This is an optimization exercise on Yosys and OpenROAD, whose aim is small area, a short achievable clock period and few clock cycles, not a production implementation.
Only simulation tests tie the RTL to the original design; equivalence was not proved.

==> v11: inputs <==
==> flow/design.v (excerpt) <==
module sqrt
  #( parameter I_WIDTH = 16,
               F_WIDTH = 16)
  (input [I_WIDTH+F_WIDTH-1:0] N_in,
   output [I_WIDTH+F_WIDTH-1:0] out,
   input clk, rst, in_valid,
   output reg out_valid, ready
  );
clock: 30.0 ns
lec_check: 0
cap_margin: 50
core_margin: 2
core_utilization: 40
cts_cluster_diameter: 60
cts_cluster_size: 20
place_density: 0.6
slew_margin: 60
synth_args: -noabc
standard.sh (not shown) runs the stock make flow with config.mk's settings and CLKGATE_MAP_FILE= SYNTH_SCRIPT=/design/flow/synth_recipe.tcl, a recipe that flattens the netlist after the stock synthesis.
==> flow/flow/run.sh <==
#!/bin/bash
# The standard layout, with one change to synthesis: Yosys's synth runs without its quick
# abc pass (SYNTH_ARGS = -noabc). The full adders that extract_fa then finds in the multiplier's
# carry-save tree keep the polarity the RTL gives them, which saves the inverters that otherwise
# sit between them. Everything else (the final abc, registers, floorplan, power grid, placement,
# clock tree, routing) is the standard flow's.
set -euo pipefail
work="$(cd "$(dirname "$0")/.." && pwd)"
cd "$work"
echo 'export SYNTH_ARGS = -noabc' >> config.mk
bash standard.sh > "$work/standard.log" 2>&1
==> v5 (differences from v11) <==
--- a/flow/design.v
+++ b/flow/design.v
@@ -36,16 +36,17 @@
   wire [45:0] n_sh  = {N, 14'd0} >> {j, 1'b0};
   wire [17:0] R0    = 18'h3_0000 - n_sh[17:0];
   wire [23:0] x1_sh = {R0, 6'd0} >> j;
   wire [24:0] x0    = 25'h080_0000 >> j;
   wire [17:0] R      = ma[17:0];
   wire        cont   = (R <= R_old);
-  wire        same   = (ma == {7'd0, X});
   assign out = ma;
   wire [47:0] prod;
-  mul32x25 mul (.a(ma), .one(mb_one), .two(mb_two), .neg(mb_neg), .m(st_m), .p(prod));
+  wire        same;
+  mul32x25 mul (.a(ma), .one(mb_one), .two(mb_two), .neg(mb_neg), .m(st_m), .k({7'd0, X}),
+                .p(prod), .eq(same));
   function [37:0] booth;
     input [24:0] v;
     input        n;
     reg [26:0] w;
     integer k;
     begin
@@ -57,25 +58,28 @@
           booth[26 + k] = n ? (~w[2*k+2] & (w[2*k+1] | w[2*k])) : (w[2*k+2] & ~(w[2*k+1] & w[2*k]));
       end
     end
   endfunction
   wire fin = ~(st_i | st_m | st_t | st_s);    
   wire acc = fin & in_valid;
-  wire a_prod  = (st_t & cont) | (st_s & ~same & nsmall) | st_f;
+  wire a_prod  = (st_s & nsmall) | st_f;
+  wire a_t     = st_t & cont;           
   wire a_nprod = st_m;
   wire nzero   = (N == 32'd0);
-  wire a_n     = (st_t & ~cont) | (st_s & (same | ~nsmall)) | (st_i & nzero);
-  wire b_prod  = (st_t & cont) | (st_s & ~same & ~nsmall);
+  wire a_n     = (st_t & ~cont) | (st_s & ~nsmall) | (st_i & nzero);
+  wire b_prod  = (st_t & cont) | (st_s & ~nsmall);
   wire b_h     = st_m;
-  wire b_x     = (st_t & ~cont) | (st_s & same);
-  wire b_n     = st_s & ~same & nsmall;
+  wire b_x     = st_t & ~cont;
+  wire b_n     = st_s & nsmall;
   wire [31:0] ma_early = ({32{a_n}} & N) | ({32{st_i & ~nzero}} & {8'd0, x1_sh});
-  wire [31:0] ma_next  = ({32{a_prod}} & prod[47:16]) | ({32{a_nprod}} & {14'd0, prod[33:16]}) | ma_early;
+  wire [31:0] ma_t     = same ? N : prod[47:16];
+  wire [31:0] ma_next  = ({32{a_t}} & ma_t) | ({32{a_prod}} & prod[47:16])
+                       | ({32{a_nprod}} & {14'd0, prod[33:16]}) | ma_early;
   wire [24:0] mb_early = ({25{b_h}} & {1'b0, X[24:1]}) | ({25{b_x}} & X) | ({25{b_n}} & N[24:0])
                        | ({25{st_i}} & {1'b0, x1_sh});
-  wire        b_neg    = st_s & ~same;      
+  wire        b_neg    = st_s;              
   wire [37:0] bd_early = booth(mb_early, b_neg);
   wire [37:0] bd_prod  = booth(prod[40:16], b_neg);
   wire [37:0] bd_next  = ({38{b_prod}} & bd_prod) | bd_early;
   always @ (posedge clk) begin
     ma     <= ma_next;
     mb_one <= bd_next[12:0];
@@ -94,14 +98,14 @@
   end
   reg ni, nm, nt, ns, nf;
   always @ (*) begin
     ni = 1'b0; nm = 1'b0; nt = 1'b0; ns = 1'b0; nf = 1'b0;
     if (st_i) begin if (nzero) nf = 1'b1; else ns = 1'b1; end
     if (st_m) nt = 1'b1;
-    if (st_t) begin if (cont) ns = 1'b1; else nf = 1'b1; end
-    if (st_s) begin if (same) nf = 1'b1; else nm = 1'b1; end
+    if (st_t) begin if (cont && !same) ns = 1'b1; else nf = 1'b1; end
+    if (st_s) nm = 1'b1;
     if (acc) ni = 1'b1;
   end
   always @ (posedge clk) begin
     if (rst) begin
       st_i <= 1'b0; st_m <= 1'b0; st_t <= 1'b0; st_s <= 1'b0; st_f <= 1'b0;
       ready     <= 1'b1;
@@ -110,13 +114,13 @@
       st_i <= ni; st_m <= nm; st_t <= nt; st_s <= ns; st_f <= nf;
       ready <= ~(ni | nm | nt | ns);
       out_valid <= st_f;
     end
   end
 endmodule
-module mul32x25(input [31:0] a, input [12:0] one, input [12:0] two, input [11:0] neg, input m, output [47:0] p);
+module mul32x25(input [31:0] a, input [12:0] one, input [12:0] two, input [11:0] neg, input m, input [31:0] k, output [47:0] p, output eq);
   wire one0 = one[0];
   wire two0 = two[0];
   wire neg0 = neg[0];
   wire [32:0] xa0 = {1'b0, a} ^ {33{neg0}};
   wire p1 = (one0 & xa0[0]) | (two0 & neg0);
   wire p2 = (one0 & xa0[1]) | (two0 & xa0[0]);
@@ -1599,7 +1603,10 @@
   wire cg127 = cg95 | (cp95 & cg112);
   wire cp127 = cp95 & cp112;
   wire cg128 = cg96 | (cp96 & cg112);
   wire cp128 = cp96 & cp112;
   wire [47:0] cy = {cg128, cg127, cg126, cg125, cg124, cg123, cg122, cg121, cg120, cg119, cg118, cg117, cg116, cg115, cg114, cg113, cg112, cg111, cg110, cg109, cg108, cg107, cg106, cg105, cg104, cg103, cg102, cg101, cg100, cg99, cg98, cg97, cg80, cg79, cg78, cg77, cg76, cg75, cg74, cg73, cg52, cg51, cg50, cg49, cg26, cg25, cg1, kg0[0]};
   assign p = kp0 ^ {cy[46:0], 1'b0};
+  wire [31:0] ez = kp0[47:16] ^ k;
+  wire [30:0] et = kg0[46:16] | (kp0[46:16] & ~k[30:0]);
+  assign eq = (ez[0] == cy[15]) & (ez[31:1] == et);
 endmodule
==> run summary <==
Against v5, the register-to-register slack of v11 is higher by 450 ps. Of v5 and v11, v5 has the higher final cell count (gap about 4%, measured against v11). In v11 the wire length is lower than in v5, by about 3%. In v11 the via count is smaller than in v5, by 2.4%. Of v11 and v5, v5 has the higher clock-buffer cell count (gap 3).
==> figures <==
|  | v5 | v11 |
|---|---|---|
| Status | timing/DRC/antenna clean | timing/DRC/antenna clean |
| R2R setup slack | 21060 ps | 21510 ps |
| Via count | 28000 | 27300 |
| All-layer global routing usage | 0.304 | 0.308 |
| Global routing met1 resource utilization | 0.414 | 0.411 |
| Clock transition at the register clock pins on the worst setup and hold paths after CTS | 80 ps | 70 ps |
| Clock skew | 19.3 ps | 15.8 ps |
| Total nets after synthesis | 3789 | 3620 |
| Synth Area in Adders | 0.309 | 0.302 |
Testbench counts of v11, summed over its fixed seeds: cycles 35,140.
Testbench counts of v5, summed over its fixed seeds: cycles 34,118.

[afterwards: timing with drivers on the ports]
No port has a modelled driver above. Below, the same layouts with a new extraction and two added sets of constraints.
Step 1: set_driving_cell puts a clkbuf_16 on clk and a buf_2 on each other input, an assumption about the parent block.
Step 2 also shifts input and output timing later by t, the mid clock arrival at the registers, as if the neighbouring blocks saw the same clock.
Three values: ideal ports, drivers, drivers and shift; two values: the first two.
| run | t, ns | slack for setup (ns) | hold WS [ns] |
|---|---|---|---|
| v11 | 0.502 | 21.514 / 21.514 / 21.514 | 0.502 / 0.502 / 0.502 |
| v5 | 0.506 | 21.064 / 21.064 / 21.064 | 0.558 / 0.558 / 0.558 |
After both steps every run listed still meets setup and hold.
